This design comes from an exercise in tuning for small area on the open sky130 flow, not from production work. At most, simulation tests tie the RTL to the original design; equivalence was not proved. Function not checked in runs 2 to 6: the RTL went through the layout flow alone. Power is estimated from default activity; no workload was simulated.

**run.sh**
```bash
#!/bin/bash
# synth_recipe.tcl (not shown) runs the flow's synth.tcl, then flattens the netlist and writes it again
# the make line also repeats each setting of config.mk as NAME=value (left out here)
make -C /OpenROAD-flow-scripts/flow DESIGN_CONFIG=/design/flow/config.mk WORK_HOME=/design/flow/orfs CLKGATE_MAP_FILE= SYNTH_SCRIPT=/design/flow/synth_recipe.tcl finish
```
**config.mk**
```make
export PLATFORM = sky130hd
export DESIGN_NAME = pianotiles
export DESIGN_NICKNAME = pianotiles
export VERILOG_FILES = /design/flow/design.v
export SDC_FILE = /design/flow/constraint.sdc
export NUM_CORES = 4
export LEC_CHECK = 0
export CAP_MARGIN = 20
export CORE_MARGIN = 2
export CORE_UTILIZATION = 40
export PLACE_DENSITY = 0.6
export SLEW_MARGIN = 20
```
**constraint.sdc**
```tcl
create_clock -name core_clock -period 10.0 [get_ports {CLOCK_50}]
set_input_delay 2.0000 -clock core_clock [delete_from_list [all_inputs] [get_ports {CLOCK_50}]]
set_output_delay 2.0000 -clock core_clock [all_outputs]
set_load 0.01 [all_outputs]
```
**design.v**
```verilog
module pianotiles(
		CLOCK_50,
		reset,
		KEY,
		plot,
		vga_x,
		vga_y,
		vga_colour,
		HEX0,
		HEX1,
		LEDR
		);
	input 			CLOCK_50;
	input			reset;
	input 	[3:0] KEY;
	output			plot;
	output	[8:0]	vga_x;
	output	[7:0]	vga_y;
	output	[2:0]	vga_colour;
	output [6:0] HEX0;
	output [6:0] HEX1;
	output [17:0] LEDR;
	reg [1:0] game_state;
	assign LEDR[1:0] = game_state;
	assign LEDR[3:2] = 2'b00;
	assign LEDR[5:4] = game_state;
	assign LEDR[13:6] = 8'd0;
	assign LEDR[17:14] = KEY;
	assign plot = (game_state == 2'd1);
	reg [3:0] rate;
	wire tick = (rate == 4'd7);
	always @(posedge CLOCK_50)
		if (reset) rate <= 4'd0;
		else rate <= rate + 4'd1;
	reg [8:0] n0;
	reg [5:0] n1;
	always @(posedge CLOCK_50)
		if (reset) begin
			n0 <= 9'h100;
			n1 <= 6'h20;
		end else begin
			n0 <= {n0[7:0], n0[3] ^ n0[8]};
			n1 <= {n1[4:0], n1[5] ^ n1[0]};
		end
	wire [1:0] rnd = {n0[0], n1[0]};
	reg [5:0] f;
	reg [2:0] T;
	reg [1:0] q0, q1, q2, q3, q4, q5;
	reg [5:0] k3, k4, k5;
	reg P, R240;
	reg [5:0] A;	 
	reg [1:0] ac;
	reg [7:0] score;
	wire new_tile = (f == 6'd51);
	wire [5:0] nf = new_tile ? 6'd1 : f + 6'd1;
	wire [2:0] nT = (new_tile && T != 3'd5) ? T + 3'd1 : T;
	wire [1:0] nq0 = new_tile ? rnd : q0;
	wire [1:0] nq1 = new_tile ? q0 : q1;
	wire [1:0] nq2 = new_tile ? q1 : q2;
	wire [1:0] nq3 = new_tile ? q2 : q3;
	wire [1:0] nq4 = new_tile ? q3 : q4;
	wire [1:0] nq5 = new_tile ? q4 : q5;
	wire [5:0] nk3 = new_tile ? 6'd51 : k3;
	wire [5:0] nk4 = new_tile ? k3 : k4;
	wire [5:0] nk5 = new_tile ? k4 : k5;
	wire t4 = (nf >= 6'd35);
	wire [1:0] c239 = t4 ? nq4 : nq5;
	wire [5:0] o239 = t4 ? 6'd21 - nf : 6'd34 - nf;  
	wire [2:0] i239 = t4 ? 3'd4 : 3'd5;
	wire lit239 = (i239 <= nT) && !(i239 == nT && o239 == 6'd50) &&
		(o239 < (t4 ? nk4 : nk5));
	wire hit = (A != 6'd63) && (A != 6'd0) && (KEY == ~(4'b1000 >> ac));
	wire [6:0] u = A + nf;
	wire [7:0] v3 = 8'd137 - u;
	wire [7:0] v4 = 8'd86 - u;
	wire [7:0] v5 = 8'd35 - u;
	function [5:0] cut;
		input [5:0] k;
		input [7:0] v;
		input m;
		if (m && v[7]) cut = 6'd0;
		else if (m && v < k) cut = v[5:0];
		else cut = k;
	endfunction
	wire [5:0] ck3 = cut(nk3, v3, hit && nq3 == ac);
	wire [5:0] ck4 = cut(nk4, v4, hit && nq4 == ac);
	wire [5:0] ck5 = cut(nk5, v5, hit && nq5 == ac);
	wire start = tick && (game_state != 2'd1) && (KEY != 4'hf);
	wire step = tick && (game_state == 2'd1);
	always @(posedge CLOCK_50) begin
		if (reset) begin
			game_state <= 2'd0;
			f <= 6'd1;
			T <= 3'd0;
			score <= 8'd0;
		end else if (start) begin
			game_state <= 2'd1;
			f <= 6'd1;
			T <= 3'd0;
			q0 <= rnd;
			A <= 6'd63;
			score <= 8'd0;
		end else if (step) begin
			f <= nf;
			T <= nT;
			q0 <= nq0; q1 <= nq1; q2 <= nq2; q3 <= nq3; q4 <= nq4; q5 <= nq5;
			k3 <= ck3; k4 <= ck4; k5 <= ck5;
			R240 <= P;
			P <= lit239 && !(hit && c239 == ac);
			if (A == 6'd63) begin
				if (lit239) begin
					A <= 6'd50;
					ac <= c239;
				end
			end else if (A != 6'd0) begin
				if (hit) begin
					score <= score + 8'd1;
					if (lit239 && c239 != ac) begin
						A <= 6'd50;
						ac <= c239;
					end else
						A <= 6'd63;
				end else
					A <= A - 6'd1;
			end else
				game_state <= 2'd2;
		end
	end
	reg [8:0] x;
	reg [7:0] y;
	reg [2:0] colour;
	wire xwrap = (x == 9'd320);
	wire [8:0] nx = xwrap ? 9'd0 : x + 9'd1;
	wire [7:0] ny = xwrap ? ((y == 8'd240) ? 8'd0 : y + 8'd1) : y;
	wire [1:0] cx = (nx < 9'd80) ? 2'd0 : (nx < 9'd160) ? 2'd1 :
		(nx < 9'd240) ? 2'd2 : (nx < 9'd320) ? 2'd3 : 2'd0;
	wire [8:0] dd = {1'b0, ny} - {3'b0, f};
	wire [2:0] di = (dd[8] || dd == 9'd0) ? 3'd0 : (dd <= 9'd51) ? 3'd1 :
		(dd <= 9'd102) ? 3'd2 : (dd <= 9'd153) ? 3'd3 : (dd <= 9'd204) ? 3'd4 : 3'd5;
	wire [5:0] oo = dd[5:0] + ((di == 3'd0) ? 6'd50 : (di == 3'd1) ? 6'd63 :
		(di == 3'd2) ? 6'd12 : (di == 3'd3) ? 6'd25 : (di == 3'd4) ? 6'd38 : 6'd51);
	wire [5:0] kk = (di == 3'd3) ? k3 : (di == 3'd4) ? k4 : (di == 3'd5) ? k5 : 6'd51;
	wire [1:0] rc = (di == 3'd0) ? q0 : (di == 3'd1) ? q1 : (di == 3'd2) ? q2 :
		(di == 3'd3) ? q3 : (di == 3'd4) ? q4 : q5;
	wire lit = (ny != 8'd0) && (di <= T) && !(di == T && oo == 6'd50) &&
		((ny == 8'd240) ? R240 : (oo < kk));
	always @(posedge CLOCK_50)
		if (reset) begin
			x <= 9'd0;
			y <= 8'd0;
			colour <= 3'b111;
		end else begin
			x <= nx;
			y <= ny;
			colour <= (lit && rc == cx) ? {1'b0, cx} + 3'd1 : 3'b111;
		end
	assign vga_x = x;
	assign vga_y = y;
	assign vga_colour = colour;
	localparam [111:0] SEG = {
		7'b000_1110, 7'b000_0110, 7'b010_0001, 7'b100_0110,
		7'b000_0011, 7'b000_1000, 7'b001_1000, 7'b000_0000,
		7'b111_1000, 7'b000_0010, 7'b001_0010, 7'b001_1001,
		7'b011_0000, 7'b010_0100, 7'b111_1001, 7'b100_0000};
	assign HEX0 = SEG[score[3:0] * 7 +: 7];
	assign HEX1 = SEG[score[7:4] * 7 +: 7];
endmodule
```
==> qor.csv, run 1 <==
stage,metric,value,unit
status,status,timing/DRC/antenna clean,
critical_path,worst_path_most_repeated_cell,ha_1,
critical_path,reg2reg_depth,28,
routing,drt_first_pass_iters,5,
timing,grt_setup_unrepaired,no,
floorplan,floorplan.die.width,146.2,microns
timing,fmaxAchievable,131.4,MHz
min_path,worst_hold_path_type,reg2reg,
logic_synthesis,number_of_enable_flip_flop_cells_after_synthesis,40,
timing,finalCritPeriodShare,0.7609,
cts,post_cts.repair.setup_buffers,0,
routing,route.antenna.remaining_nets,0,
critical_path,worstSetupPathDepth,28,
timing,slew_headroom,0.3825,
logic_synthesis,seq_total_area_yosys,0.2922,
logic_synthesis,synth-async-reset-ratio,0,
placement,numPortBuffers,48,
final_layout,layout_net_count,1058,
routing,drc,0,
cts,tritoncts.num_buffers,9,
critical_path,critical_path_peak_fanout,19,
final_layout,filler_cell_count,2004,
logic_synthesis,synth_area_per_cell,8.555,sq um
logic_synthesis,syn_inst,945,
cts,worstSkewPairLatency,0.36,ns
floorplan,initial_core_util,0.4034,
grt,grt_pass1_wl,31.84,mm
timing,finalHoldViolations,0,
cts,cts-resized-gates,0,
critical_path,crit_family,compound AO/OA/AOI/OAI gates,
timing,fin_worst_skew,0.008993,ns
final_layout,layout_cells_sized_above_1,0.06154,
final_layout,final_cells,1245,
final_layout,mostFrequentLayoutCells,"nor2_1 (89), ha_1 (79), nand2_1 (70)",
cts,cts_tree,built,
floorplan,core_area,0.02004,sq mm
floorplan,die_outline_area,0.02136,sq mm
final_layout,layout_commonest_cell,nor2_1,
logic_synthesis,yosys_register_bits,98,
logic_synthesis,dominantRegCellSynth,dfxtp_1,
grt,grt-ovfl-total,0,
grt,grt_use_total,0.1831,
routing,drt-initial-drc-count,465,
routing,num_vias,6752,
cts,cts_hold_repair.buffers,0,
logic_synthesis,synth.yosys.warnings,1,
critical_path,path_class,reg2reg,
floorplan,io_pins,59,
critical_path,required_time_at_the_endpoint_of_the_critical_path,10.24,ns
cts,clkSlewWorstSetupHoldPaths,0.08,ns
critical_path,delay_of_the_slowest_critical_path_stage,0.73,ns
grt,grt_start_max_net_pins,44,
logic_synthesis,post_synth_num_cell_types,87,
logic_synthesis,mappedNetlistArea,0.008084,sq mm
cts,clock_sink_count,98,
routing,detail_route.vias_per_cell,5.423,
grt,vias_in_the_first_global_route,6189,
critical_path,setup.worst_path.start_class,register,
critical_path,cp_data_arrival_time,7.85,ns
timing,tightest_slew,0.9166,ns
final_layout,antenna_cells_inserted,0,
final_layout,area_growth,11.78,%
timing,period_needed,7.609,ns
placement,gp_routability_congestion,0.8924,
cts,cts.root.buffer_cell,clkbuf_16,
grt,antenna_found_initial,0,
critical_path,critical_path.n_buffers_inverters,1,
placement,cell_count_post_placement,1229,
timing,finalSetupViolCount,0,
placement,hpwlAfterDp,14.81,mm
pwr,powerDensity,88.43,mW/mm^2
cts,cts_buffer_depth,2,
critical_path,timing.critical_path.slowest_stage_cell,o31ai_1,
pwr,peakVddDrop,0.06461,mV
routing,wire_per_inst,15.50,microns
routing,finalWirelength,19.30,mm
final_layout,finished_core_util,0.4509,
timing,finalMaxSlewViolations,0,
cts,clock_tree.htree_level_count,3,
timing,aggregate_negative_setup_slack,0,ns
flow_run,max_cap_viol_count,0,
floorplan,die_height,146.2,microns
pwr,power_leakage,0.003586,uW
min_path,whs_path_depth,1,
critical_path,setup.worst_path.end_class,register,
floorplan,core.rowCount,52,
kinds of logic (layout without fill, tap and decap cells):
logic type	count (synthesis)	after routing	synth area share
DFF	98	98	0.2922
muxes	27	27	0.03436
and+or+nand+nor	339	339	0.2168
xor gates and xnor gates	64	64	0.06934
adders and majority gates	83	83	0.1309
other	1	10	0.0004639
buffers and inverters	114	135	0.06315
AOI/OAI and AO/OA	219	219	0.1927
where the power goes:
group          leakage (uW)  switching, uW  internal [uW]  total [uW]
clock              0.000148            177            178         354
sequential         0.000830           3.73            417         421
combinational       0.00261           13.4           10.9        24.3
worst reg2reg max path, delay by kind of cell, from the launching register on:
| kind | cells | cell delay, ns |
|---|---|---|
| compound gates | 12 | 3.53 |
| xor+xnor | 2 | 0.37 |
| fa+ha+maj | 4 | 1.24 |
| buf+inv | 1 | 0.08 |
| flops | 1 | 0.37 |
| simple gates | 9 | 1.92 |
area by class of cell:
class / instances / area [sq um] / area share
Inverter: 64 / 240.2 / 0.02659
Timing Repair Buffer: 55 / 533.0 / 0.05899
Clock buffer: 9 / 225.2 / 0.02492
Sequential cell: 98 / 2362 / 0.2614
Clock inverter: 7 / 78.83 / 0.008723
Multi-Input combinational cell: 742 / 5259 / 0.5820
Tap cell: 270 / 337.8 / 0.03739
registers in the layout, summed over array words and instances, names as in the netlist, 4 cells and up:
register / cells
n0: 9
rate: 4
k4: 6
x: 9
score: 8
A: 6
n1: 6
k3: 6
f: 6
k5: 6
y: 8
per-stage QoR:
stage	power [uW]	hold WS, ns	instance area (sq um)	setup slack [ns]
floorplan	447.8	0.3895	8118	3.509
global route	828.9	0.4230	9036	1.711
detailed placement	454.3	0.3942	8732	2.526
finish	799.1	0.4119	9036	2.391
CTS	808.9	0.4152	9036	2.498
global placement	454.2	0.3940	8726	2.825
synthesized netlist by cell type, drive strengths merged (25+ instances only):
master	number	area share
nor2	91	0.043
ha	79	0.12
nand2	70	0.033
inv	63	0.029
dfxtp	58	0.14
a21oi	50	0.032
xnor2	44	0.048
edfxtp	40	0.15
o21ai	38	0.024
nor3	31	0.020
buf	27	0.023
nor2b	27	0.021
nand3	25	0.015
final timing paths:
check,start,end,slack (ns)
max,x[0],colour[2],2.39
max reg2reg,x[0],colour[2],2.39
min reg2reg,n1[4],n1[5],0.41
min,n1[4],n1[5],0.41
per-layer routing:
metal	vias up	wire length, microns	part of all wire	global-route usage
li1	3436	-	-	-
met1	3118	9197	0.48	0.2532
met2	166	8875	0.46	0.2983
met3	32	847	0.044	0.02219
met4	0	380	0.020	0.05971
met5	-	0	0	0
==> run 2: changes to the inputs <==
--- a/design.v
+++ b/design.v
@@ -49,5 +49,7 @@
 	reg [5:0] k3, k4, k5;
 	reg P, R240;
-	reg [5:0] A;	 
+	reg al;			 
+	reg [2:0] jc;
+	reg [5:0] oc;
 	reg [1:0] ac;
 	reg [7:0] score;
@@ -70,20 +72,14 @@
 	wire lit239 = (i239 <= nT) && !(i239 == nT && o239 == 6'd50) &&
 		(o239 < (t4 ? nk4 : nk5));
-	wire hit = (A != 6'd63) && (A != 6'd0) && (KEY == ~(4'b1000 >> ac));
-	wire [6:0] u = A + nf;
-	wire [7:0] v3 = 8'd137 - u;
-	wire [7:0] v4 = 8'd86 - u;
-	wire [7:0] v5 = 8'd35 - u;
-	function [5:0] cut;
-		input [5:0] k;
-		input [7:0] v;
-		input m;
-		if (m && v[7]) cut = 6'd0;
-		else if (m && v < k) cut = v[5:0];
-		else cut = k;
-	endfunction
-	wire [5:0] ck3 = cut(nk3, v3, hit && nq3 == ac);
-	wire [5:0] ck4 = cut(nk4, v4, hit && nq4 == ac);
-	wire [5:0] ck5 = cut(nk5, v5, hit && nq5 == ac);
+	wire g = (nf >= 6'd36);
+	wire [5:0] oq = g ? 6'd22 - nf : 6'd35 - nf;  
+	wire [2:0] njc = new_tile ? jc + 3'd1 : jc;
+	wire over = al && (njc == (g ? 3'd4 : 3'd5)) && (oc == oq);
+	wire hit = al && !over && (KEY == ~(4'b1000 >> ac));
+	wire [5:0] kj = (njc == 3'd3) ? nk3 : (njc == 3'd4) ? nk4 : nk5;
+	wire [5:0] kc = (oc < kj) ? oc : kj;
+	wire [5:0] ck3 = (hit && nq3 == ac && njc == 3'd3) ? kc : nk3;
+	wire [5:0] ck4 = (hit && nq4 == ac) ? ((njc == 3'd4) ? kc : (njc == 3'd3) ? 6'd0 : nk4) : nk4;
+	wire [5:0] ck5 = (hit && nq5 == ac) ? ((njc == 3'd5) ? kc : 6'd0) : nk5;
 	wire start = tick && (game_state != 2'd1) && (KEY != 4'hf);
 	wire step = tick && (game_state == 2'd1);
@@ -99,5 +95,5 @@
 			T <= 3'd0;
 			q0 <= rnd;
-			A <= 6'd63;
+			al <= 1'b0;
 			score <= 8'd0;
 		end else if (step) begin
@@ -108,21 +104,23 @@
 			R240 <= P;
 			P <= lit239 && !(hit && c239 == ac);
-			if (A == 6'd63) begin
+			jc <= njc;
+			if (!al) begin
 				if (lit239) begin
-					A <= 6'd50;
+					al <= 1'b1;
+					jc <= g ? 3'd3 : 3'd4;
+					oc <= oq;
 					ac <= c239;
 				end
-			end else if (A != 6'd0) begin
-				if (hit) begin
-					score <= score + 8'd1;
-					if (lit239 && c239 != ac) begin
-						A <= 6'd50;
-						ac <= c239;
-					end else
-						A <= 6'd63;
+			end else if (over)
+				game_state <= 2'd2;
+			else if (hit) begin
+				score <= score + 8'd1;
+				if (lit239 && c239 != ac) begin
+					jc <= g ? 3'd3 : 3'd4;
+					oc <= oq;
+					ac <= c239;
 				end else
-					A <= A - 6'd1;
-			end else
-				game_state <= 2'd2;
+					al <= 1'b0;
+			end
 		end
 	end
--- a/config.mk
+++ b/config.mk
@@ -6,4 +6,5 @@
 export NUM_CORES = 4
 export LEC_CHECK = 0
+export ABC_AREA = 1
 export CAP_MARGIN = 20
 export CORE_MARGIN = 2
==> qor.csv, run 2 <==
stage,metric,value,unit,change
status,status,timing/DRC/antenna clean,,
logic_synthesis,biggest_area_contributors_in_the_synthesized_netlist,"edfxtp_1 (17%), dfxtp_1 (15%), nand2_1 (12%)",,
critical_path,setup.worst_path.end_class,register,,
grt,grt_use_total,0.1954,,+0.01237
cts,cts_hold_repair.buffers,0,,unchanged
timing,finalSetupViolCount,0,,unchanged
routing,drt-initial-drc-count,567,,+22%
routing,num_vias,6912,,+2.4%
cts,cts_tree,built,,
cts,cts-resized-gates,0,,unchanged
routing,wire_per_inst,13.83,microns,-11%
routing,drc,0,,unchanged
critical_path,critical_path_peak_fanout,12,,-7
logic_synthesis,post-synth-top-count-cell,nand2_1,,
critical_path,setup.worst_path.start_class,register,,
cts,post_cts.repair.setup_buffers,0,,unchanged
critical_path,cp_data_arrival_time,6.49,ns,-1.36 ns
logic_synthesis,yosys_register_bits,102,,+4.1%
final_layout,finished_core_util,0.4600,,+0.009076
placement,cell_count_post_placement,1370,,+11%
logic_synthesis,library_cell_occupying_the_most_area_in_the_post_synthesis_netlist,edfxtp_1,,
timing,slew_headroom,0.2898,,-0.09270
final_layout,layout_cells_sized_above_1,0.06394,,+0.002405
cts,cts.root.buffer_cell,clkbuf_16,,
final_layout,area_taken_by_multi_input_logic_gates,0.004417,sq mm,-16%
floorplan,io_pins,59,,unchanged
cts,clock_tree.htree_level_count,3,,unchanged
pwr,power_leakage,0.003873,uW,+8.0%
floorplan,die_outline_area,0.02044,sq mm,-4.3%
final_layout,area_growth,12.13,%,
timing,finalMaxSlewViolations,0,,unchanged
cts,clkSlewWorstSetupHoldPaths,0.07,ns,about the same
logic_synthesis,mappedNetlistArea,0.007725,sq mm,-4.4%
timing,grt_setup_unrepaired,no,,
grt,grt-ovfl-total,0,,unchanged
flow_run,max_cap_viol_count,0,,unchanged
logic_synthesis,syn_inst,1090,,+15%
floorplan,floorplan.die.width,143.0,microns,-2.2%
final_layout,layout_net_count,1187,,+12%
routing,finalWirelength,19.17,mm,-0.70%
timing,finalHoldViolations,0,,unchanged
final_layout,mostFrequentLayoutCells,"nand2_1 (247), inv_1 (152), nor2_1 (111)",,
logic_synthesis,synth_area_per_cell,7.087,sq um,-17%
cts,tritoncts.num_buffers,9,,unchanged
final_layout,seq_area,0.002482,sq mm,+5.1%
floorplan,core.rowCount,50,,-3.8%
timing,tightest_slew,1.039,ns,+0.1219 ns
placement,numPortBuffers,48,,unchanged
cts,clock_sink_count,102,,+4.1%
critical_path,timing.critical_path.slowest_stage_cell,a2111oi_0,,
critical_path,crit_family,simple AND/OR/NAND/NOR gates,,
final_layout,filler_cell_count,1910,,-4.7%
logic_synthesis,synth.cells.most_frequent,"nand2_1 (247), inv_1 (152), nor2_1 (112)",,
grt,grt_start_max_net_pins,42,,-4.5%
critical_path,path_class,reg2reg,,
grt,grt_pass1_wl,31.69,mm,-0.48%
logic_synthesis,yosysTopAreaCellShare,0.1710,,+0.02246
routing,route.antenna.remaining_nets,0,,unchanged
grt,antenna_found_initial,0,,unchanged
min_path,worst_hold_path_type,reg2reg,,
floorplan,core_area,0.01883,sq mm,-6.0%
critical_path,delay_of_the_slowest_critical_path_stage,0.36,ns,-0.37 ns
critical_path,worst_path_most_repeated_cell,nand2_1,,
critical_path,critical_path.n_buffers_inverters,6,,+5
logic_synthesis,number_of_enable_flip_flop_cells_after_synthesis,44,,+10%
logic_synthesis,seq_total_area_yosys,0.3213,,+0.02913
timing,fin_worst_skew,0.007452,ns,-0.001541 ns
logic_synthesis,synth-async-reset-ratio,0,,unchanged
timing,aggregate_negative_setup_slack,0,ns,unchanged
routing,detail_route.vias_per_cell,4.987,,-8.0%
logic_synthesis,post_synth_num_cell_types,61,,-30%
pwr,peakVddDrop,0.07410,mV,+15%
final_layout,layout_commonest_cell,nand2_1,,
timing,finalCritPeriodShare,0.6252,,-0.1357
placement,hpwlAfterDp,14.75,mm,-0.39%
logic_synthesis,dominantRegCellSynth,dfxtp_1,,
final_layout,antenna_cells_inserted,0,,unchanged
placement,gp_routability_congestion,0.8882,,-0.47%
grt,vias_in_the_first_global_route,6305,,+1.9%
logic_synthesis,synth.yosys.warnings,1,,unchanged
critical_path,required_time_at_the_endpoint_of_the_critical_path,10.24,ns,about the same
cts,cts_buffer_depth,2,,unchanged
timing,period_needed,6.252,ns,-1.357 ns
final_layout,largestRegisters,"n0 (9), x (9)",,
routing,drt_first_pass_iters,5,,unchanged
pwr,powerDensity,96.08,mW/mm^2,+8.6%
floorplan,initial_core_util,0.4102,,+0.006823
final_layout,final_cells,1386,,+11%
cts,worstSkewPairLatency,0.37,ns,about the same
timing,fmaxAchievable,160.0,MHz,+22%
floorplan,die_height,143.0,microns,-2.2%
run 2: changes by cell type after synthesis, sizes merged, moves of 12 or more:
cell | before | now
nor3 | 31 | 14
xnor2 | 44 | 6
nand2 | 70 | 255
a211oi | 18 | 1
mux2i | 24 | 2
nand3 | 25 | 60
ha | 79 | 58
nor2 | 91 | 121
a21o | 14 | 1
inv | 63 | 164
nor2b | 27 | 0
o21ai | 38 | 109
nand2b | 17 | 0
o31ai | 13 | 1
run 2: per-layer routing:
layer	vias up	wire length, microns	part of all wire	global-route usage
met4	0	323	0.017	0.06305
met2	156	8663	0.45	0.3135
li1	3601	-	-	-
met3	19	847	0.044	0.02985
met5	-	0	0	0
met1	3136	9330	0.49	0.2697
run 2: power breakdown:
group	switching (uW)	leakage, uW	internal (uW)
combinational	14.2	0.00287	9.57
clock	174	0.000139	197
sequential	2.83	0.000864	435
total	191	0.00387	641
run 2: area by class of cell:
cell class,instances,share of cell area
Inverter,168,0.07280
Clock inverter,7,0.009100
Multi-Input combinational cell,789,0.5099
Sequential cell,102,0.2866
Clock buffer,9,0.02600
Timing Repair Buffer,51,0.05807
Tap cell,260,0.03756
run 2: stage by stage:
stage | cell area (sq um) | power (uW) | worst slack [ns] | hold slack [ns]
6_report | 8662 | 832.2 | 3.748 | 0.3998
3_3_place_gp | 8358 | 471.2 | 3.870 | 0.3881
4_1_cts | 8662 | 845.1 | 3.738 | 0.4014
2_1_floorplan | 7759 | 464.8 | 4.519 | 0.3883
5_1_grt | 8662 | 859.9 | 3.001 | 0.3986
3_5_place_dp | 8358 | 471.2 | 3.787 | 0.3941
run 2: final timing paths:
| check | startpoint | endpoint | slack, ns | depth (start not counted) |
|---|---|---|---|---|
| max | x[0] | colour[0] | 3.75 | 43 |
| min | n0[2] | n0[3] | 0.40 | 2 |
| max reg2reg | x[0] | colour[0] | 3.75 | 43 |
| min reg2reg | n0[2] | n0[3] | 0.40 | 2 |
run 2: cells by family (layout without fill, tap and decap cells):
kind of cell               Yosys count  after routing  synth area share
buffers and inverters              208            235            0.1116
and+or+nand+nor                    475            475            0.2695
other                                1             10         0.0004854
DFF                                102            102            0.3213
AOI/OAI and AO/OA                  206            206            0.1510
muxes                                2              2          0.004211
xor gates and xnor gates            36             36           0.04276
adders and majority gates           60             60           0.09913
run 2: worst min-delay path, delay by kind of cell, from the launching register on:
kind / cells / cell delay, ns
flip-flops: 1 / 0.30
buffers and inverters: 1 / 0.04
AND/OR/NAND/NOR: 1 / 0.03
==> run 3: changes to the inputs <==
==> flow/run.sh (new file) <==
#!/bin/bash
# Own layout flow: the standard layout (standard.sh) with two changes.
#  - Synthesis is the standard script (synth_recipe.tcl), but its abc step
#    uses an area-oriented ABC script (area.abc) and adders are left to ABC
#    (ADDER_MAP_FILE empty) instead of half/full-adder cells. Registers are
#    mapped before the abc step, exactly as in the standard synthesis.
#  - The port buffers are sky130_fd_sc_hd__buf_1 cells.
# Each tool writes its full log under orfs/logs/; make's output goes to
# standard.log in the work folder.
set -euo pipefail
here=$(cd "$(dirname "${BASH_SOURCE[0]}")" && pwd)
bash standard.sh \
	SYNTH_SCRIPT="$here/own_synth.tcl" \
	ADDER_MAP_FILE= \
	"BUFFER_PORTS_ARGS=-buffer_cell sky130_fd_sc_hd__buf_1" \
	finish > standard.log 2>&1
==> flow/area.abc (new file) <==
strash
&get -n
&st
&dch
&nf -a
&put
mfs2 -W 4 -M 5000
strash
&get -n
&st
&dch -f
&nf -a
&put
topo
==> flow/own_synth.tcl (new file) <==
# The standard synthesis (synth_recipe.tcl in the work folder) with its abc
# call pointed at area.abc, next to this file.
set own_dir [file dirname [file normalize [info script]]]
proc abc {args} {
  global own_dir
  set i [lsearch -exact $args -script]
  if { $i >= 0 } {
    lset args [expr { $i + 1 }] [file join $own_dir area.abc]
  }
  puts "own_synth: abc $args"
  yosys abc {*}$args
}
source [file join [file dirname $own_dir] synth_recipe.tcl]
==> standard.sh (new file) <==
#!/bin/bash
# synth_recipe.tcl (not shown) runs the flow's synth.tcl, then flattens the netlist and writes it again
# the make line also repeats each setting of config.mk as NAME=value (left out here)
make -C /OpenROAD-flow-scripts/flow DESIGN_CONFIG=/design/flow/config.mk WORK_HOME=/design/flow/orfs CLKGATE_MAP_FILE= SYNTH_SCRIPT=/design/flow/synth_recipe.tcl "${@:-finish}"
--- a/config.mk
+++ b/config.mk
@@ -6,5 +6,4 @@
 export NUM_CORES = 4
 export LEC_CHECK = 0
-export ABC_AREA = 1
 export CAP_MARGIN = 20
 export CORE_MARGIN = 2
removed: run.sh
==> qor.csv, run 3 <==
stage,metric,value,unit,change
placement,dp_worst_setup_slack,3.540,ns,-0.2472 ns
timing,finalHoldViolations,0,,unchanged
timing,aggregate_negative_setup_slack,0,ns,unchanged
floorplan,core_area,0.01531,sq mm,-19%
logic_synthesis,synth_area_per_cell,8.398,sq um,+19%
logic_synthesis,number_of_enable_flip_flop_cells_after_synthesis,44,,unchanged
cts,tritoncts.num_buffers,9,,unchanged
critical_path,cp_data_arrival_time,6.79,ns,+0.30 ns
routing,drc,0,,unchanged
floorplan,initial_core_util,0.4135,,+0.003248
routing,drt_first_pass_iters,5,,unchanged
grt,grt-ovfl-total,0,,unchanged
final_layout,antenna_cells_inserted,0,,unchanged
logic_synthesis,dominantRegCellSynth,dfxtp_1,,
critical_path,path_class,reg2reg,,
cts,clkSlewWorstSetupHoldPaths,0.08,ns,about the same
logic_synthesis,synth-async-reset-ratio,0,,unchanged
cts,cts_tree,built,,
timing,finalMaxSlewViolations,0,,unchanged
timing,fmaxAchievable,152.3,MHz,-4.8%
routing,finalWirelength,16.95,mm,-12%
cts,worstSkewPairLatency,0.35,ns,-0.02 ns
critical_path,delay_of_the_slowest_critical_path_stage,0.76,ns,+0.40 ns
logic_synthesis,post-synth-top-count-cell,nor2_1,,
critical_path,critical_path.n_buffers_inverters,0,,-6
logic_synthesis,seq_total_area_yosys,0.3920,,+0.07067
floorplan,floorplan.die.width,129.8,microns,-9.2%
logic_synthesis,synth.cells.most_frequent,"nor2_1 (103), nand2_1 (85), dfxtp_1 (58)",,
critical_path,timing.critical_path.slowest_stage_cell,nor3_1,,
critical_path,setup.worst_path.end_class,register,,
routing,drt-met1-wl,7.932,mm,-15%
final_layout,layout_net_count,818,,-31%
routing,wire_per_inst,16.49,microns,+19%
logic_synthesis,post_synth_num_cell_types,59,,-3.3%
grt,antenna_found_initial,0,,unchanged
final_layout,largestRegisters,"n0 (9), x (9)",,
floorplan,die_height,129.8,microns,-9.2%
routing,route.antenna.remaining_nets,0,,unchanged
routing,met2WireLength,7.908,mm,-8.7%
final_layout,layout_cells_sized_above_1,0.03182,,-0.03212
timing,tightest_slew,1.035,ns,-0.003890 ns
routing,topRoutingLayerUsed,met4,,
routing,drt-initial-drc-count,575,,+1.4%
logic_synthesis,mappedNetlistArea,0.006332,sq mm,-18%
floorplan,core.rowCount,45,,-10%
placement,gp_routability_congestion,0.9291,,+4.6%
logic_synthesis,biggest_area_contributors_in_the_synthesized_netlist,"edfxtp_1 (21%), dfxtp_1 (18%), xnor2_1 (6.2%)",,
cts,post_cts.repair.setup_buffers,0,,unchanged
critical_path,crit_family,compound AO/OA/AOI/OAI gates,,
pwr,powerDensity,115.5,mW/mm^2,+20%
flow_run,max_cap_viol_count,0,,unchanged
logic_synthesis,yosys_register_bits,102,,unchanged
timing,finalSetupViolCount,0,,unchanged
grt,grt_use_total,0.2042,,+0.008821
timing,grt_setup_unrepaired,no,,
final_layout,mostFrequentLayoutCells,"nor2_1 (102), nand2_1 (85), dfxtp_1 (58)",,
final_layout,area_growth,11.30,%,
status,status,timing/DRC/antenna clean,,
logic_synthesis,synth.yosys.warnings,1,,unchanged
timing,fin_worst_skew,0.006804,ns,-0.0006484 ns
critical_path,required_time_at_the_endpoint_of_the_critical_path,10.23,ns,about the same
routing,num_vias,5850,,-15%
cts,cts.root.buffer_cell,clkbuf_16,,
critical_path,critical_path_peak_fanout,10,,-2
cts,clock_tree.htree_level_count,3,,unchanged
timing,finalCritPeriodShare,0.6566,,+0.03145
logic_synthesis,yosysTopAreaCellShare,0.2087,,+0.03761
cts,cts-resized-gates,0,,unchanged
critical_path,path_cells,"or4_1, nor3_1, a311oi_1, maj3_1, o32ai_1, xnor2_1, a21o_1, o2111ai_1, o21ai_0, xnor2_1, a2111oi_0, o31ai_1, nand2_1, nand2_1, xor2_1, a221o_1, a21oi_1, o211ai_1",,
final_layout,layout_commonest_cell,nor2_1,,
routing,met3RoutedLength,764,microns,-9.8%
logic_synthesis,syn_inst,754,,-31%
placement,numPortBuffers,48,,unchanged
timing,post-route-worst-setup-slack,3.434,ns,-0.3145 ns
critical_path,setup.worst_path.start_class,register,,
timing,slew_headroom,0.3050,,+0.01519
floorplan,die_outline_area,0.01685,sq mm,-18%
cts,cts_hold_repair.buffers,0,,unchanged
placement,hpwlAfterDp,12.70,mm,-14%
floorplan,io_pins,59,,unchanged
timing,period_needed,6.566,ns,+0.3145 ns
grt,grt_start_max_net_pins,44,,+4.8%
pwr,peakVddDrop,0.07007,mV,-5.4%
grt,grt_pass1_wl,27.14,mm,-14%
pwr,power_leakage,0.002456,uW,-37%
cts,clock_sink_count,102,,unchanged
routing,detail_route.vias_per_cell,5.691,,+14%
logic_synthesis,library_cell_occupying_the_most_area_in_the_post_synthesis_netlist,edfxtp_1,,
grt,vias_in_the_first_global_route,5358,,-15%
min_path,worst_hold_path_type,reg2reg,,
cts,cts_buffer_depth,2,,unchanged
[run 3: cell types whose count changed in the layout (fill, tap and decap cells not counted), sizes merged, moves of 21 or more]
cell	delta
nand3	-35
o21ai	-75
o22ai	+21
buf	+50
inv	-161
xnor2	+39
clkinv	+23
nand2	-170
clkdlybuf4s50	-48
mux2i	+29
ha	-58
[run 3: metrics by stage]
| step | utilization | cell area, sq um | hold WS, ns | instances | total power [uW] |
|---|---|---|---|---|---|
| final | 0.4602 | 7048 | 0.4349 | 1028 | 814.1 |
| after global routing | 0.4602 | 7048 | 0.4615 | 1028 | 839.3 |
| after CTS | 0.4599 | 7043 | 0.4445 | 1028 | 821.1 |
| after detailed placement | 0.4404 | 6745 | 0.4216 | 1012 | 466.2 |
| after global placement | 0.4404 | 6745 | 0.3965 | 1012 | 465.5 |
| after floorplan | - | 6366 | 0.3909 | 763 | 462.1 |
[run 3: power breakdown]
| part | internal [uW] | switching [uW] |
|---|---|---|
| sequential | 435 | 3.78 |
| combinational | 6.09 | 12.2 |
| clock | 188 | 169 |
| total | 629 | 185 |
[run 3: final timing paths]
path,startpoint,endpoint,slack (ns),cells after the start
setup / recovery,x[3],colour[0],3.43,18
hold / removal,n0[7],n0[8],0.43,1
setup reg to reg,x[3],colour[0],3.43,18
hold reg to reg,n0[7],n0[8],0.43,1
[run 3: cell families after synthesis]
family                     Yosys count  share of synthesized area
and+or+nand+nor                    324                     0.2403
other                                1                  0.0005922
adders and majority gates            7                    0.01107
buffers and inverters               43                    0.03497
AOI/OAI and AO/OA                  188                     0.1919
xor gates and xnor gates            58                    0.08022
DFF                                102                     0.3920
muxes                               31                    0.04900
[run 3: area by class of cell]
type	count	area, sq um
fill	1547	8267
multi-input combinational	618	3676
tap	211	264.0
timing repair buffer	54	226.5
clock buffer	10	250.2
clock inverter	6	47.55
sequential	102	2482
inverter	27	101.3
[run 3: routing by layer]
layer | up-vias | GRT usage
li1 | 2862 | -
met1 | 2811 | 0.2723
met2 | 151 | 0.3360
met3 | 26 | 0.03485
met4 | 0 | 0.07147
met5 | - | 0
==> run 4: changes to the inputs <==
--- a/config.mk
+++ b/config.mk
@@ -9,4 +9,5 @@
 export CORE_MARGIN = 2
 export CORE_UTILIZATION = 40
+export CTS_BUF_LIST = sky130_fd_sc_hd__clkbuf_8
 export PLACE_DENSITY = 0.6
 export SLEW_MARGIN = 20
==> qor.csv, run 4 <==
stage,metric,value,unit,change
floorplan,initial_core_util,0.4135,,unchanged
placement,gp_routability_congestion,0.9291,,unchanged
final_layout,area_growth,9.781,%,
placement,cell_count_post_placement,1012,,unchanged
routing,wire_per_inst,16.44,microns,-0.33%
cts,cts.root.buffer_cell,clkbuf_8,,
final_layout,filler_cell_count,1560,,+0.84%
cts,cts_tree,built,,
flow_run,max_cap_viol_count,0,,unchanged
placement,hpwlAfterDp,12.70,mm,unchanged
routing,drt_first_pass_iters,5,,unchanged
final_layout,largestRegisters,"n0 (9), x (9)",,
floorplan,core.rowCount,45,,unchanged
floorplan,floorplan.die.width,129.8,microns,unchanged
logic_synthesis,synth-async-reset-ratio,0,,unchanged
cts,post_cts.repair.setup_buffers,0,,unchanged
pwr,power_leakage,0.002412,uW,-1.8%
critical_path,required_time_at_the_endpoint_of_the_critical_path,10.27,ns,+0.04 ns
final_layout,finished_core_util,0.4539,,-0.006290
logic_synthesis,number_of_enable_flip_flop_cells_after_synthesis,44,,unchanged
floorplan,die_height,129.8,microns,unchanged
pwr,power_report.internal_total,560.8,uW,-11%
logic_synthesis,synth_fa_ha_area_frac,0.01107,,unchanged
cts,tritoncts.num_buffers,9,,unchanged
min_path,worst_hold_path_type,reg2reg,,
logic_synthesis,yosys_register_bits,102,,unchanged
critical_path,path_cells,"or4_1, nor3_1, a311oi_1, maj3_1, o32ai_1, xnor2_1, a21o_1, o2111ai_1, o21ai_0, xnor2_1, a2111oi_0, o31ai_1, nand2_1, nand2_1, xor2_1, a221o_1, a21oi_1, o211ai_1",,
placement,placed_area,0.006745,sq mm,unchanged
timing,finalSetupViolCount,0,,unchanged
timing,finalHoldViolations,0,,unchanged
logic_synthesis,synth.area.mux_share,0.04900,,unchanged
logic_synthesis,synth.yosys.warnings,1,,unchanged
logic_synthesis,seq_total_area_yosys,0.3920,,unchanged
critical_path,timing.critical_path.slowest_stage_cell,nor3_1,,
timing,period_needed,6.608,ns,+0.04163 ns
logic_synthesis,biggest_area_contributors_in_the_synthesized_netlist,"edfxtp_1 (21%), dfxtp_1 (18%), xnor2_1 (6.2%)",,
timing,aggregate_negative_setup_slack,0,ns,unchanged
floorplan,io_pins,59,,unchanged
cts,clkSlewWorstSetupHoldPaths,0.11,ns,+0.03 ns
pwr,clock_power_share,0.378,,-0.061
logic_synthesis,synth_top_family_by_area,simple AND/OR/NAND/NOR gates,,
final_layout,layout_net_count,818,,unchanged
routing,drc,0,,unchanged
logic_synthesis,post_synth_and_or_nand_nor_area_fraction,0.2403,,unchanged
timing,grt_setup_unrepaired,no,,
final_layout,stdcell_area,0.006952,sq mm,-1.4%
cts,cts_hold_repair.buffers,0,,unchanged
routing,finalWirelength,16.90,mm,-0.33%
timing,fmaxAchievable,151.3,MHz,-0.63%
floorplan,core_area,0.01531,sq mm,unchanged
timing,finalCritPeriodShare,0.6608,,+0.004163
routing,drt-initial-drc-count,543,,-5.6%
pwr,power.share.combinational,0.025,,+0.003
routing,detail_route.vias_per_cell,5.686,,about the same
pwr,powerDensity,105.7,mW/mm^2,-8.5%
logic_synthesis,post_synth_num_cell_types,59,,unchanged
cts,cts-resized-gates,0,,unchanged
logic_synthesis,syn_inst,754,,unchanged
final_layout,layout_commonest_cell,nor2_1,,
grt,grt_use_total,0.2036,,-0.0006782
timing,final.hold.worst_slack,0.4412,ns,+0.006357 ns
grt,grt_start_max_net_pins,44,,unchanged
logic_synthesis,post-synth-top-count-cell,nor2_1,,
logic_synthesis,mappedNetlistArea,0.006332,sq mm,unchanged
timing,tightest_slew,1.013,ns,-0.02202 ns
final_layout,mostFrequentLayoutCells,"nor2_1 (102), nand2_1 (85), dfxtp_1 (58)",,
grt,grt-ovfl-total,0,,unchanged
critical_path,critical_path_peak_fanout,10,,unchanged
logic_synthesis,synth_area_per_cell,8.398,sq um,unchanged
critical_path,critical_path.n_buffers_inverters,0,,unchanged
logic_synthesis,dominantRegCellSynth,dfxtp_1,,
logic_synthesis,synth.cells.most_frequent,"nor2_1 (103), nand2_1 (85), dfxtp_1 (58)",,
grt,antenna_found_initial,0,,unchanged
placement,numPortBuffers,48,,unchanged
cts,cts_buffer_depth,2,,unchanged
routing,route.antenna.remaining_nets,0,,unchanged
final_layout,antenna_cells_inserted,0,,unchanged
critical_path,setup.worst_path.end_class,register,,
floorplan,die_outline_area,0.01685,sq mm,unchanged
status,status,timing/DRC/antenna clean,,
pwr,total_switching_power,173.8,uW,-6.0%
pwr,power.switching_fraction,0.2366,,+0.009411
critical_path,crit_family,compound AO/OA/AOI/OAI gates,,
cts,clock_sink_count,102,,unchanged
critical_path,r2r_setup_slack,3.39,ns,-0.04 ns
grt,vias_in_the_first_global_route,5339,,-0.35%
pwr,peakVddDrop,0.06349,mV,-9.4%
cts,clock_tree.htree_level_count,3,,unchanged
timing,finalMaxSlewViolations,0,,unchanged
routing,num_vias,5845,,-0.085%
logic_synthesis,library_cell_occupying_the_most_area_in_the_post_synthesis_netlist,edfxtp_1,,
logic_synthesis,synth-compound-area-share,0.1919,,unchanged
logic_synthesis,yosysTopAreaCellShare,0.2087,,unchanged
timing,slew_headroom,0.3197,,+0.01479
final_layout,layout_cells_sized_above_1,0.03182,,unchanged
final_layout,final_cells,1028,,unchanged
critical_path,delay_of_the_slowest_critical_path_stage,0.77,ns,about the same
logic_synthesis,yosys.area_share.xor_xnor,0.08022,,unchanged
critical_path,cp_data_arrival_time,6.87,ns,+0.08 ns
timing,fin_worst_skew,0.008383,ns,+0.001579 ns
pwr,relative_contribution_of_sequential_cells_to_total_power,0.597,,+0.058
critical_path,path_class,reg2reg,,
grt,grt_pass1_wl,27.14,mm,about the same
critical_path,setup.worst_path.start_class,register,,
cts,worstSkewPairLatency,0.38,ns,+0.03 ns
-- run 4: routing by layer --
layer | track usage | part of all wire | up-vias
met2 | 0.3351 | 0.47 | 169
met5 | 0 | 0 | -
met3 | 0.03075 | 0.046 | 28
li1 | - | - | 2857
met1 | 0.2737 | 0.46 | 2791
met4 | 0.07147 | 0.021 | 0
-- run 4: power by group through the flow --
stage               Clock [uW]  Sequential, uW  Combinational (uW)
global route               300             439                20.8
global placement             0             448                17.8
CTS                        283             439                18.3
detailed placement           0             448                18.2
floorplan                    0             448                14.4
finish                     278             439                18.2
-- run 4: cell families (layout without fill, tap and decap cells) --
kind of cell,after synthesis,after routing
simple gates,324,324
fa+ha+maj,7,7
compound gates,188,188
other cells,1,10
buf+inv,43,97
flops,102,102
xor+xnor,58,58
mux,31,31
-- run 4: layout make-up --
cell class	instances	area (sq um)	share of cell area
clock inverter	7	77.57	0.01116
inverter	27	101.3	0.01458
tap	211	264.0	0.03798
multi-input combinational	618	3676	0.5288
sequential	102	2482	0.3571
clock buffer	9	123.9	0.01782
timing repair buffer	54	226.5	0.03258
-- run 4: metrics by stage --
step | worst slack, ns | power [uW]
6_report | 3.392 | 734.6
5_1_grt | 2.945 | 760.1
4_1_cts | 3.508 | 740.1
3_5_place_dp | 3.540 | 466.2
3_3_place_gp | 3.666 | 465.5
2_1_floorplan | 2.984 | 462.1
-- run 4: final timing paths --
| path | from | end | cells past startpoint |
|---|---|---|---|
| worst max register to register | x[3] | colour[0] | 18 |
| worst max-delay path | x[3] | colour[0] | 18 |
| worst min register to register | n0[7] | n0[8] | 1 |
| worst min-delay path | n0[7] | n0[8] | 1 |
==> run 5: changes to the inputs <==
--- a/flow/run.sh
+++ b/flow/run.sh
@@ -6,4 +6,5 @@
 #    mapped before the abc step, exactly as in the standard synthesis.
 #  - The port buffers are sky130_fd_sc_hd__buf_1 cells.
+#  - Clock tree synthesis takes its arguments from cts_args.
 # Each tool writes its full log under orfs/logs/; make's output goes to
 # standard.log in the work folder.
@@ -14,3 +15,4 @@
 	ADDER_MAP_FILE= \
 	"BUFFER_PORTS_ARGS=-buffer_cell sky130_fd_sc_hd__buf_1" \
+	"CTS_ARGS=$(cat "$here/cts_args")" \
 	finish > standard.log 2>&1
==> flow/area.abc (replaced) <==
strash
&get -n
&deepsyn -T 10
&put
&get -n
&st
&dch -f
&nf -a
&put
topo
==> flow/cts_args (new file) <==
-sink_clustering_enable -repair_clock_nets -buf_list sky130_fd_sc_hd__clkbuf_8 -sink_clustering_size 20 -dont_use_dummy_load
--- a/config.mk
+++ b/config.mk
@@ -9,5 +9,4 @@
 export CORE_MARGIN = 2
 export CORE_UTILIZATION = 40
-export CTS_BUF_LIST = sky130_fd_sc_hd__clkbuf_8
 export PLACE_DENSITY = 0.6
 export SLEW_MARGIN = 20
==> qor.csv, run 5 <==
stage,metric,value,unit,change
routing,route.antenna.remaining_nets,0,,unchanged
timing,grt_setup_unrepaired,no,,
critical_path,setup.worst_path.end_class,register,,
timing,finalMaxSlewViolations,0,,unchanged
floorplan,initial_core_util,0.4073,,-0.006184
critical_path,regToRegEndpoint,colour[2],,
cts,cts_tree,built,,
logic_synthesis,mappedNetlistArea,0.006146,sq mm,-2.9%
timing,finalHoldViolations,0,,unchanged
final_layout,area_growth,7.797,%,
final_layout,seq_area,0.002482,sq mm,unchanged
routing,finalWirelength,17.31,mm,+2.4%
final_layout,layout_cells_sized_above_1,0.01779,,-0.01403
critical_path,r2r_setup_slack,3.89,ns,+0.50 ns
logic_synthesis,post_synth_num_cell_types,62,,+5.1%
critical_path,critical_path_origin,x[7],,
floorplan,floorplan.die.width,128.0,microns,-1.4%
critical_path,setup.worst_path.start_class,register,,
cts,worstSkewPairLatency,0.40,ns,+0.02 ns
floorplan,die_height,128.0,microns,-1.4%
placement,gp_routability_congestion,0.9125,,-1.8%
final_layout,largestRegisters,"n0 (9), x (9)",,
critical_path,required_time_at_the_endpoint_of_the_critical_path,10.24,ns,-0.03 ns
pwr,power_leakage,0.002279,uW,-5.5%
placement,numPortBuffers,48,,unchanged
status,status,timing/DRC/antenna clean,,
logic_synthesis,syn_inst,734,,-2.7%
critical_path,crit_family,compound AO/OA/AOI/OAI gates,,
cts,tritoncts.num_buffers,9,,unchanged
critical_path,path_class,reg2reg,,
logic_synthesis,synth-async-reset-ratio,0,,unchanged
cts,cts-resized-gates,0,,unchanged
final_layout,final_cells,975,,-5.2%
critical_path,cp_data_arrival_time,6.34,ns,-0.53 ns
logic_synthesis,biggest_area_contributors_in_the_synthesized_netlist,"edfxtp_1 (21%), dfxtp_1 (19%), nor2_1 (5.9%)",,
critical_path,path_cells,"nand2b_1, or3_1, nor4_1, and3_1, nor2_1, nor3_1, xor2_1, o311a_1, o31ai_1, o211ai_1, a22oi_1, o211ai_1, maj3_1, a211oi_1, o21a_1, o21a_1, nor4_1, nor3_1, nand4_1",,
logic_synthesis,synth_area_per_cell,8.373,sq um,-0.30%
final_layout,mostFrequentLayoutCells,"nor2_1 (96), dfxtp_1 (58), nand2_1 (57)",,
pwr,powerDensity,101.0,mW/mm^2,-4.4%
critical_path,delay_of_the_slowest_critical_path_stage,0.55,ns,-0.22 ns
final_layout,stdcell_area,0.006625,sq mm,-4.7%
logic_synthesis,post-synth-top-count-cell,nor2_1,,
logic_synthesis,dominantRegCellSynth,dfxtp_1,,
logic_synthesis,synth.yosys.warnings,1,,unchanged
routing,drc,0,,unchanged
timing,period_needed,6.109,ns,-0.4994 ns
placement,placed_area,0.006501,sq mm,-3.6%
critical_path,setup.worst_path.end,colour[2],,
flow_run,max_cap_viol_count,0,,unchanged
cts,cts_hold_repair.buffers,0,,unchanged
grt,grt_start_max_net_pins,40,,-9.1%
timing,post-route-worst-setup-slack,3.891,ns,+0.4994 ns
grt,grt_use_total,0.2124,,+0.008867
logic_synthesis,yosys_register_bits,102,,unchanged
grt,grt_pass1_wl,27.19,mm,+0.20%
final_layout,filler_cell_count,1520,,-2.6%
grt,grt-ovfl-total,0,,unchanged
floorplan,core.rowCount,45,,unchanged
placement,hpwlAfterDp,12.83,mm,+1.0%
critical_path,rr_startpoint,x[7],,
final_layout,layout_net_count,795,,-2.8%
final_layout,antenna_cells_inserted,0,,unchanged
timing,finalSetupViolCount,0,,unchanged
timing,finalCritPeriodShare,0.6109,,-0.04994
timing,tightest_slew,0.8759,ns,-0.1366 ns
critical_path,critical_path.n_buffers_inverters,0,,unchanged
min_path,worst_hold_path_type,reg2reg,,
placement,cell_count_post_placement,966,,-4.5%
logic_synthesis,seq_total_area_yosys,0.4039,,+0.01189
logic_synthesis,library_cell_occupying_the_most_area_in_the_post_synthesis_netlist,edfxtp_1,,
critical_path,critical_path_peak_fanout,8,,-2
critical_path,worstSetupPathDepth,19,,+1
floorplan,core_area,0.01509,sq mm,-1.5%
logic_synthesis,synth.cells.most_frequent,"nor2_1 (97), dfxtp_1 (58), nand2_1 (57)",,
logic_synthesis,yosysTopAreaCellShare,0.2150,,+0.006329
critical_path,reg2reg_depth,19,,+1
final_layout,area_taken_by_multi_input_logic_gates,0.003471,sq mm,-5.6%
routing,num_vias,5828,,-0.29%
cts,clock_tree.htree_level_count,3,,unchanged
cts,clock_sink_count,102,,unchanged
routing,detail_route.vias_per_cell,5.977,,+5.1%
cts,cts_buffer_depth,2,,unchanged
grt,vias_in_the_first_global_route,5153,,-3.5%
cts,cts.root.buffer_cell,clkbuf_8,,
floorplan,io_pins,59,,unchanged
timing,aggregate_negative_setup_slack,0,ns,unchanged
pwr,peakVddDrop,0.05593,mV,-12%
critical_path,timing.critical_path.slowest_stage_cell,o31ai_1,,
cts,post_cts.repair.setup_buffers,0,,unchanged
timing,slew_headroom,0.4121,,+0.09233
placement,dp_worst_setup_slack,4.101,ns,+0.5609 ns
routing,drt-initial-drc-count,586,,+7.9%
timing,fin_worst_skew,0.04763,ns,+0.03925 ns
final_layout,layout_commonest_cell,nor2_1,,
routing,drt_first_pass_iters,7,,+2
floorplan,die_outline_area,0.01637,sq mm,-2.9%
grt,antenna_found_initial,0,,unchanged
timing,fmaxAchievable,163.7,MHz,+8.2%
routing,wire_per_inst,17.76,microns,+8.0%
cts,clkSlewWorstSetupHoldPaths,0.12,ns,about the same
final_layout,finished_core_util,0.4391,,-0.01487
logic_synthesis,number_of_enable_flip_flop_cells_after_synthesis,44,,unchanged
-- run 5: cell types whose count changed after synthesis, sizes merged, moves of 14 or more --
| cell | delta |
|---|---|
| a22oi | +14 |
| mux2i | -25 |
| nand2 | -28 |
| o21ai | +21 |
| o22ai | -16 |
| xnor2 | -18 |
-- run 5: worst reg2reg max path, delay by kind of cell, from the launching register on --
family	cells	cell delay, ns
AO/OA/AOI/OAI	8	2.56
AND/OR/NAND/NOR	9	2.33
adder cells (fa/ha/maj)	1	0.45
XOR/XNOR	1	0.22
flip-flops	1	0.40
-- run 5: metal layers --
layer,vias up,part of all wire,global-route usage,wire length [microns]
met5,-,0,0,0
met4,0,0.019,0.07111,337
met3,24,0.071,0.04508,1228
met2,240,0.45,0.3350,7819
met1,2746,0.46,0.2907,7927
li1,2818,-,-,-
-- run 5: final cells by class --
class | count | area share
Multi-Input combinational cell | 596 | 0.5239
Tap cell | 188 | 0.03551
Sequential cell | 102 | 0.3747
Clock buffer | 9 | 0.01870
Timing Repair Buffer | 51 | 0.03078
Inverter | 29 | 0.01643
-- run 5: cell families (layout without fill, tap and decap cells) --
group / count (synthesis) / in the layout / synth area share
adders and majority gates: 2 / 2 / 0.003257
AOI/OAI and AO/OA: 229 / 229 / 0.2441
muxes: 8 / 8 / 0.01344
xor gates and xnor gates: 42 / 42 / 0.05985
other: 1 / 10 / 0.0006102
DFF: 102 / 102 / 0.4039
and+or+nand+nor: 305 / 305 / 0.2376
buffers and inverters: 45 / 89 / 0.03726
-- run 5: how the worst min path moves through the flow --
stage | from | to | cells past startpoint
6_report | n0[7] | n0[8] | 1
2_1_floorplan | n0[7] | n0[8] | 1
5_1_grt | P | R240 | 0
4_1_cts | P | R240 | 0
3_5_place_dp | n0[7] | n0[8] | 1
3_3_place_gp | n0[7] | n0[8] | 1
-- run 5: power by group --
| group | total, uW | internal (uW) | switching (uW) |
|---|---|---|---|
| clock | 214 | 81.2 | 133 |
| combinational | 17.2 | 5.38 | 11.8 |
| sequential | 438 | 435 | 3.15 |
| total | 669 | 521 | 148 |
-- run 5: stage by stage --
stage	power [uW]	hold WS (ns)
5_1_grt	693.8	0.4452
2_1_floorplan	460.5	0.3909
4_1_cts	675.7	0.4342
3_5_place_dp	464.4	0.4041
3_3_place_gp	463.7	0.3951
6_report	669.3	0.4296
==> run 6: changes to the inputs <==
==> flow/cts_args (replaced) <==
-sink_clustering_enable -repair_clock_nets -buf_list sky130_fd_sc_hd__clkbuf_16 -sink_clustering_size 35 -dont_use_dummy_load
==> qor.csv, run 6 <==
stage,metric,value,unit,change
logic_synthesis,dominantRegCellSynth,dfxtp_1,,
grt,grt_use_total,0.2124,,unchanged
critical_path,timing.critical_path.slowest_stage_cell,nor4_1,,
logic_synthesis,post-synth-top-count-cell,nor2_1,,
cts,cts-resized-gates,0,,unchanged
cts,cts.root.buffer_cell,clkbuf_16,,
cts,cts_buffer_depth,2,,unchanged
logic_synthesis,post_synth_num_cell_types,62,,unchanged
final_layout,layout_commonest_cell,nor2_1,,
floorplan,core_area,0.01509,sq mm,unchanged
routing,finalWirelength,17.27,mm,-0.25%
pwr,peakVddDrop,0.08390,mV,+50%
placement,hpwlAfterDp,12.83,mm,unchanged
routing,num_vias,5811,,-0.29%
final_layout,antenna_cells_inserted,0,,unchanged
critical_path,worstSetupPathDepth,19,,unchanged
critical_path,required_time_at_the_endpoint_of_the_critical_path,10.21,ns,-0.03 ns
cts,post_cts.repair.setup_buffers,0,,unchanged
cts,clkSlewWorstSetupHoldPaths,0.08,ns,-0.04 ns
routing,wire_per_inst,17.71,microns,-0.25%
logic_synthesis,yosysTopAreaCellShare,0.2150,,unchanged
flow_run,max_cap_viol_count,0,,unchanged
timing,grt_setup_unrepaired,no,,
critical_path,setup.worst_path.end_class,register,,
timing,period_needed,6.082,ns,-0.02653 ns
timing,fin_worst_skew,0.03085,ns,-0.01678 ns
final_layout,layout_cells_sized_above_1,0.01779,,unchanged
grt,grt_pass1_wl,27.21,mm,about the same
final_layout,largestRegisters,"n0 (9), x (9)",,
floorplan,die_height,128.0,microns,unchanged
cts,cts_tree,built,,
placement,placed_area,0.006501,sq mm,unchanged
critical_path,delay_of_the_slowest_critical_path_stage,0.55,ns,about the same
timing,aggregate_negative_setup_slack,0,ns,unchanged
critical_path,critical_path.n_buffers_inverters,0,,unchanged
floorplan,io_pins,59,,unchanged
logic_synthesis,library_cell_occupying_the_most_area_in_the_post_synthesis_netlist,edfxtp_1,,
floorplan,die_outline_area,0.01637,sq mm,unchanged
critical_path,path_cells,"nand2b_1, or3_1, nor4_1, and3_1, nor2_1, nor3_1, xor2_1, o311a_1, o31ai_1, o211ai_1, a22oi_1, o211ai_1, maj3_1, a211oi_1, o21a_1, o21a_1, nor4_1, nor3_1, nand4_1",,
timing,finalMaxSlewViolations,0,,unchanged
status,status,timing/DRC/antenna clean,,
min_path,whs_path_depth,1,,unchanged
pwr,powerDensity,112.4,mW/mm^2,+11%
final_layout,filler_cell_count,1510,,-0.66%
routing,drc,0,,unchanged
placement,dp_worst_setup_slack,4.101,ns,unchanged
min_path,worst_hold_path_type,reg2reg,,
cts,clock_tree.htree_level_count,3,,unchanged
final_layout,stdcell_area,0.006726,sq mm,+1.5%
cts,clock_sink_count,102,,unchanged
critical_path,setup.worst_path.start_class,register,,
placement,gp_routability_congestion,0.9125,,unchanged
grt,grt-ovfl-total,0,,unchanged
routing,detail_route.vias_per_cell,5.960,,-0.29%
cts,tritoncts.num_buffers,9,,unchanged
critical_path,path_class,reg2reg,,
logic_synthesis,syn_inst,734,,unchanged
routing,drt_first_pass_iters,5,,-2
routing,drt-initial-drc-count,684,,+17%
timing,finalHoldViolations,0,,unchanged
floorplan,initial_core_util,0.4073,,unchanged
final_layout,area_growth,9.446,%,
cts,cts_hold_repair.buffers,0,,unchanged
logic_synthesis,seq_total_area_yosys,0.4039,,unchanged
timing,fmaxAchievable,164.4,MHz,+0.44%
final_layout,layout_net_count,795,,unchanged
timing,finalCritPeriodShare,0.6082,,-0.002653
critical_path,cp_data_arrival_time,6.29,ns,-0.05 ns
critical_path,reg2reg_depth,19,,unchanged
timing,slew_headroom,0.4075,,-0.004546
logic_synthesis,number_of_enable_flip_flop_cells_after_synthesis,44,,unchanged
logic_synthesis,yosys_register_bits,102,,unchanged
logic_synthesis,synth.yosys.warnings,1,,unchanged
floorplan,floorplan.die.width,128.0,microns,unchanged
logic_synthesis,mappedNetlistArea,0.006146,sq mm,unchanged
final_layout,area_taken_by_multi_input_logic_gates,0.003471,sq mm,unchanged
final_layout,mostFrequentLayoutCells,"nor2_1 (96), dfxtp_1 (58), nand2_1 (57)",,
timing,tightest_slew,0.8827,ns,+0.006773 ns
logic_synthesis,biggest_area_contributors_in_the_synthesized_netlist,"edfxtp_1 (21%), dfxtp_1 (19%), nor2_1 (5.9%)",,
cts,worstSkewPairLatency,0.36,ns,-0.04 ns
timing,post-route-worst-setup-slack,3.918,ns,+0.02653 ns
logic_synthesis,synth.cells.most_frequent,"nor2_1 (97), dfxtp_1 (58), nand2_1 (57)",,
grt,antenna_found_initial,0,,unchanged
logic_synthesis,synth-async-reset-ratio,0,,unchanged
final_layout,seq_area,0.002482,sq mm,unchanged
grt,grt_start_max_net_pins,40,,unchanged
routing,route.antenna.remaining_nets,0,,unchanged
floorplan,core.rowCount,45,,unchanged
timing,finalSetupViolCount,0,,unchanged
critical_path,crit_family,compound AO/OA/AOI/OAI gates,,
placement,numPortBuffers,48,,unchanged
logic_synthesis,synth_area_per_cell,8.373,sq um,unchanged
critical_path,critical_path_peak_fanout,8,,unchanged
pwr,power_leakage,0.002325,uW,+2.0%
grt,vias_in_the_first_global_route,5145,,-0.16%
[run 6: final timing paths]
check        slack (ns)  start         to
max reg2reg        3.92   x[7]  colour[2]
min                0.42  n0[7]      n0[8]
min reg2reg        0.42  n0[7]      n0[8]
max                3.92   x[7]  colour[2]
[run 6: final cells by class]
class,count,share of cell area
multi-input cells,596,0.5160
inverters,29,0.01618
repair buffers,51,0.03032
clock buffers,9,0.03348
flip-flops and latches,102,0.3690
well taps,188,0.03497
[run 6: stage by stage]
stage               power, uW    util  hold slack [ns]  std cells
floorplan               460.5       -           0.3909        743
global placement        463.7  0.4308           0.3951        966
detailed placement      464.4  0.4308           0.4041        966
CTS                     763.6  0.4458           0.4265        975
global route            783.7  0.4458           0.4400        975
finish                  756.3  0.4458           0.4229        975
[run 6: worst reg2reg max path: cells and delay by family, from the launching register on]
family / cells / cell delay (ns)
adder cells (fa/ha/maj): 1 / 0.45
AO/OA/AOI/OAI: 8 / 2.54
flip-flops: 1 / 0.39
AND/OR/NAND/NOR: 9 / 2.34
XOR/XNOR: 1 / 0.22
[run 6: cell families (layout without fill, tap and decap cells)]
kind of cell,Yosys count,after routing,synth area share
flops,102,102,0.4039
fa+ha+maj,2,2,0.003257
simple gates,305,305,0.2376
mux,8,8,0.01344
buf+inv,45,89,0.03726
other cells,1,10,0.0006102
xor+xnor,42,42,0.05985
compound gates,229,229,0.2441
[run 6: power breakdown]
group | switching (uW) | internal, uW
combinational | 11.8 | 5.38
sequential | 3.15 | 435
clock | 142 | 159
[run 6: metal layers]
| layer | GRT usage | wire length, microns |
|---|---|---|
| met2 | 0.3347 | 7791 |
| met4 | 0.07886 | 347 |
| met5 | 0 | 0 |
| met3 | 0.03881 | 1125 |
| met1 | 0.2917 | 8004 |

[afterwards: timing with drivers on the ports]
The flow's constraints put no driver on any port. The routed layouts listed below were extracted and timed again, unchanged, in two steps.
Step 1 (the two cells are an assumption about what drives the block):
set clk [get_ports {CLOCK_50}]
set_driving_cell -lib_cell sky130_fd_sc_hd__clkbuf_16 $clk
set_driving_cell -lib_cell sky130_fd_sc_hd__buf_2 [delete_from_list [all_inputs] $clk]
Step 2 adds t to the input delays and takes it off the output delays; t is the mean of the earliest and latest rising clock arrival at the registers after step 1. Input paths then give back, and output paths get back, about the clock's delay inside the block.
Three values: no drivers, after step 1, after step 2; two values: the first two.
| run | t, ns | slack for setup (ns) | hold slack, ns | clock arrival spread, ns | cell pins on the clock port's net |
|---|---|---|---|---|---|
| run 1 | 0.404 | 2.391 / 2.391 / 2.391 | 0.412 / 0.412 / 0.412 | 0.009 / 0.009 | 1 |
| run 2 | 0.404 | 3.748 / 3.748 / 3.748 | 0.400 / 0.400 / 0.400 | 0.007 / 0.007 | 1 |
| run 3 | 0.387 | 3.434 / 3.434 / 3.434 | 0.435 / 0.435 / 0.435 | 0.008 / 0.007 | 1 |
| run 4 | 0.414 | 3.392 / 3.392 / 3.392 | 0.441 / 0.441 / 0.441 | 0.008 / 0.008 | 1 |
| run 5 | 0.415 | 3.891 / 3.891 / 3.891 | 0.430 / 0.430 / 0.430 | 0.048 / 0.048 | 1 |
| run 6 | 0.391 | 3.918 / 3.918 / 3.918 | 0.423 / 0.423 / 0.423 | 0.031 / 0.031 | 1 |
After both steps every run listed still meets setup and hold.
